From an optimization exercise on the open Yosys and OpenROAD flow, aimed at small area; shortcuts taken in it are not production practice.
RTL that was checked went through simulation tests only; none was proved equivalent to the original.

== v6 ==
==> module breakDigits, before the edit <==
module breakDigits(
input [14:0] num,
input [1:0] sel,
output [3:0] digit
);
wire neg = num[14];
wire [6:0] nlow = ~num[6:0] + 7'd1;
wire [13:0] mag = neg ? {7'd0, nlow} : num[13:0];
function [13:0] base100(input [13:0] n);    
    reg [6:0] h, l;
    integer i;
    begin
        h = 7'd0;
        l = 7'd0;
        for (i = 13; i >= 0; i = i - 1) begin
            if (l >= 7'd50) l = l + 7'd14;
            {h, l} = {h[5:0], l, n[i]};
        end
        base100 = {h, l};
    end
endfunction
function [3:0] add3(input [3:0] x);
    case (x)
    4'd5: add3 = 4'd8; 4'd6: add3 = 4'd9; 4'd7: add3 = 4'd10; 4'd8: add3 = 4'd11; 4'd9: add3 = 4'd12;
    default: add3 = x;
    endcase
endfunction
function [7:0] bcd7(input [6:0] x);    
    integer i;
    begin
        bcd7 = 8'd0;
        for (i = 6; i >= 0; i = i - 1) begin
            bcd7[3:0] = add3(bcd7[3:0]);
            bcd7[7:4] = add3(bcd7[7:4]);
            bcd7 = {bcd7[6:0], x[i]};
        end
    end
endfunction
wire [13:0] hl = base100(mag);
wire [7:0] two = bcd7(sel[1] ? hl[13:7] : hl[6:0]);
assign digit = (sel == 2'd3 && neg) ? 4'd10 : sel[0] ? two[7:4] : two[3:0];
endmodule
export LEC_CHECK = 0
export ABC_AREA = 1
export CAP_MARGIN = 0
export CORE_MARGIN = 2
export CORE_UTILIZATION = 40
export GPL_TIMING_DRIVEN = 0
export PLACE_DENSITY = 0.6
export SLEW_MARGIN = 0
create_clock -name core_clock -period 30.0 [get_ports {clk}]
standard.sh (not shown) runs the stock make flow with config.mk's settings and CLKGATE_MAP_FILE= SYNTH_SCRIPT=/design/flow/synth_recipe.tcl, a recipe that flattens the netlist after the stock synthesis.
==> flow/flow/run.sh <==
#!/bin/bash
# Own layout flow:
#  2. the same synthesis without Yosys's early "abc -fast" pass, kept only if its registers
#     (names and cell types) are exactly the standard synthesis's;
#  3. the combinational logic between the registers re-mapped by ABC for area (registers,
#     their names and cell types untouched);
#  4. the standard layout from floorplan to finish, with small port buffers and a clock
#     tree of small buffers.
# Each tool's output goes to a log file in this folder.
set -euo pipefail
W=$PWD
R=$W/orfs/results/$FLOW_PLATFORM/digitalCalc/base
L=$W/orfs/logs/$FLOW_PLATFORM/digitalCalc/base
LIB=$FLOW_HOME/platforms/$FLOW_PLATFORM/lib/sky130_fd_sc_hd__tt_025C_1v80.lib
YOSYS=${YOSYS_EXE:-$FLOW_HOME/../tools/install/yosys/bin/yosys}
[ -x "$YOSYS" ] || YOSYS=$(command -v yosys)
regs() { grep -E "^\s*sky130_fd_sc_hd__(df|dl|sdf|edf)" "$1" | awk '{print $1, $2}' | sort; }

# 1. standard synthesis
bash standard.sh synth > $W/log_synth_standard.txt 2>&1
cp $R/1_2_yosys.v $W/synth_standard.v
cp $L/1_2_yosys.log $W/log_yosys_standard.txt
regs $W/synth_standard.v > $W/regs_standard.txt

# 2. the same without the early abc pass
START=$W/synth_standard.v
if bash standard.sh clean_synth > $W/log_synth_noabc.txt 2>&1 &&
   SYNTH_ARGS=-noabc bash standard.sh synth >> $W/log_synth_noabc.txt 2>&1; then
    cp $R/1_2_yosys.v $W/synth_noabc.v
    regs $W/synth_noabc.v > $W/regs_noabc.txt
    if cmp -s $W/regs_standard.txt $W/regs_noabc.txt; then
        START=$W/synth_noabc.v
    fi
fi
echo "start netlist: $START" > $W/log_start.txt

# 3. re-map the combinational logic for area. Four chains run in parallel (two from each start
#    netlist); each chain runs ABC round after round (deep synthesis with a new seed, then area
#    mapping) on its best netlist so far and keeps a round's result only if it is smaller. The
#    smallest result whose registers match the standard synthesis's is kept.
python3 $W/flow/libfuncs.py $LIB $W/comb_cells.v > $W/log_libfuncs.txt 2>&1
DONTUSE=$(grep -o -- "-dont_use [A-Za-z0-9_]*" $W/log_yosys_standard.txt | sort -u | tr '\n' ' ')
ROUNDS=${REOPT_ROUNDS:-5}
round() {  # round IN OUT SEED TAG
    local k
    : > $W/area_$4.abc
    for k in 1 2 3; do
        printf 'strash\n&get -n\n&deepsyn -T 30 -S %s\n&nf -p -a -F 8 -A 4 -R 1000\n&put\n' $(( ($3 * 3 + k) % 101 )) >> $W/area_$4.abc
    done
    cat > $W/reopt_$4.ys <<YS
read_verilog $W/comb_cells.v
read_liberty -lib -ignore_redef $LIB
read_verilog $1
hierarchy -top $FLOW_TOP
flatten -noscopeinfo
rename -hide w:* i:* o:* %u %d
techmap
opt -purge
abc -script $W/area_$4.abc -liberty $LIB $DONTUSE
opt_clean -purge
setundef -zero
hilomap -singleton -hicell sky130_fd_sc_hd__conb_1 HI -locell sky130_fd_sc_hd__conb_1 LO
insbuf -buf sky130_fd_sc_hd__buf_1 A X
opt_clean -purge
tee -q -o $W/area_$4.txt stat -liberty $LIB
write_verilog -noattr -noexpr -nohex -nodec $2
YS
    $YOSYS -s $W/reopt_$4.ys > $W/log_reopt_$4.txt 2>&1 || return 1
    regs $2 | cmp -s $W/regs_standard.txt - || return 1
    grep "Chip area" $W/area_$4.txt | awk '{print $NF}'
}
chain() {  # chain NAME START SEEDBASE
    local best=$2 besta=1e99 k a
    for k in $(seq 1 $ROUNDS); do
        if a=$(round $best $W/try_$1_$k.v $(( $3 + k )) $1_$k); then
            echo "$1 round $k: $a" >> $W/log_chain_$1.txt
            if python3 -c "import sys; sys.exit(0 if $a < $besta else 1)"; then best=$W/try_$1_$k.v; besta=$a; fi
        fi
    done
    echo "$besta $best" > $W/best_$1.txt
}
chain a $START 10 &
chain b $START 20 &
chain c $W/synth_standard.v 30 &
chain d $START 40 &
wait
sort -g $W/best_?.txt > $W/log_best.txt
BEST=$(head -1 $W/log_best.txt | awk '{print $2}')
echo "best: $(head -1 $W/log_best.txt)" >> $W/log_start.txt
cp $BEST $W/synth_area.v
cp $W/synth_area.v $R/1_2_yosys.v
rm -f $R/1_synth.odb $R/1_synth.sdc

# 4. standard layout from the re-mapped netlist
export BUFFER_PORTS_ARGS="-buffer_cell sky130_fd_sc_hd__buf_1"
export CTS_ARGS="$(cat $W/flow/cts_args.txt)"
bash standard.sh > $W/log_layout.txt 2>&1
Other scripts of this flow, unchanged in this note and not shown: flow/flow/cts_args.txt, flow/flow/libfuncs.py
Edits applied to the flow inputs when going from v6 to v7:
diff --git a/flow/design.v b/flow/design.v
--- a/flow/design.v
+++ b/flow/design.v
@@ -79,9 +79,8 @@
 output [3:0] digit
 );
 wire neg = num[14];
 wire [6:0] nlow = ~num[6:0] + 7'd1;
-wire [13:0] mag = neg ? {7'd0, nlow} : num[13:0];
 function [13:0] base100(input [13:0] n);    
     reg [6:0] h, l;
     integer i;
     begin
@@ -110,9 +109,10 @@
             bcd7 = {bcd7[6:0], x[i]};
         end
     end
 endfunction
-wire [13:0] hl = base100(mag);
+wire [13:0] hl0 = base100(num[13:0]);
+wire [13:0] hl = neg ? {7'd0, nlow} : hl0;
 wire [7:0] two = bcd7(sel[1] ? hl[13:7] : hl[6:0]);
 assign digit = (sel == 2'd3 && neg) ? 4'd10 : sel[0] ? two[7:4] : two[3:0];
 endmodule
 module sevSeg(input [3:0] in, output reg [6:0] out);
==> summary.txt <==
- Summary of v7 over v6: delay contributed by the slowest stage of the critical path now sits higher; depth of the most critical reg-to-reg path rose about 19%; final-layout fill cell count stayed essentially flat.
- Setup slack: v7 less than v6
- Lower worst-margin pin slew among v6 and v7: v6
The RTL of v7 was laid out without a check of its function.

-- re-timing with driven ports --
No port has a modelled driver above. Below, the same layouts with a new extraction and two added sets of constraints.
Step 1, drivers: a clkbuf_16 drives clk and a buf_2 each remaining input, both assumed.
Step 2 moves the port delays by t, midway between the first and last clock arrival at a register: inputs arrive t later, outputs are due t later. That takes back most of the time a late clock gives input paths.
a / b / c = ideal / step 1 / step 2; a / b = the first two.
run | t, ns | setup slack, ns | slew at the worst register clock pin (ns) | worst slew at a driven data input, ns | cell pins on the clock port's net
v6 | 0.423 | 12.443 / 12.412 / 12.835 | 0.12 / 0.12 | 0.03 | 1
v7 | 0.417 | 11.062 / 11.033 / 11.450 | 0.11 / 0.11 | 0.03 | 1
After both steps setup and hold are still met in every run listed.
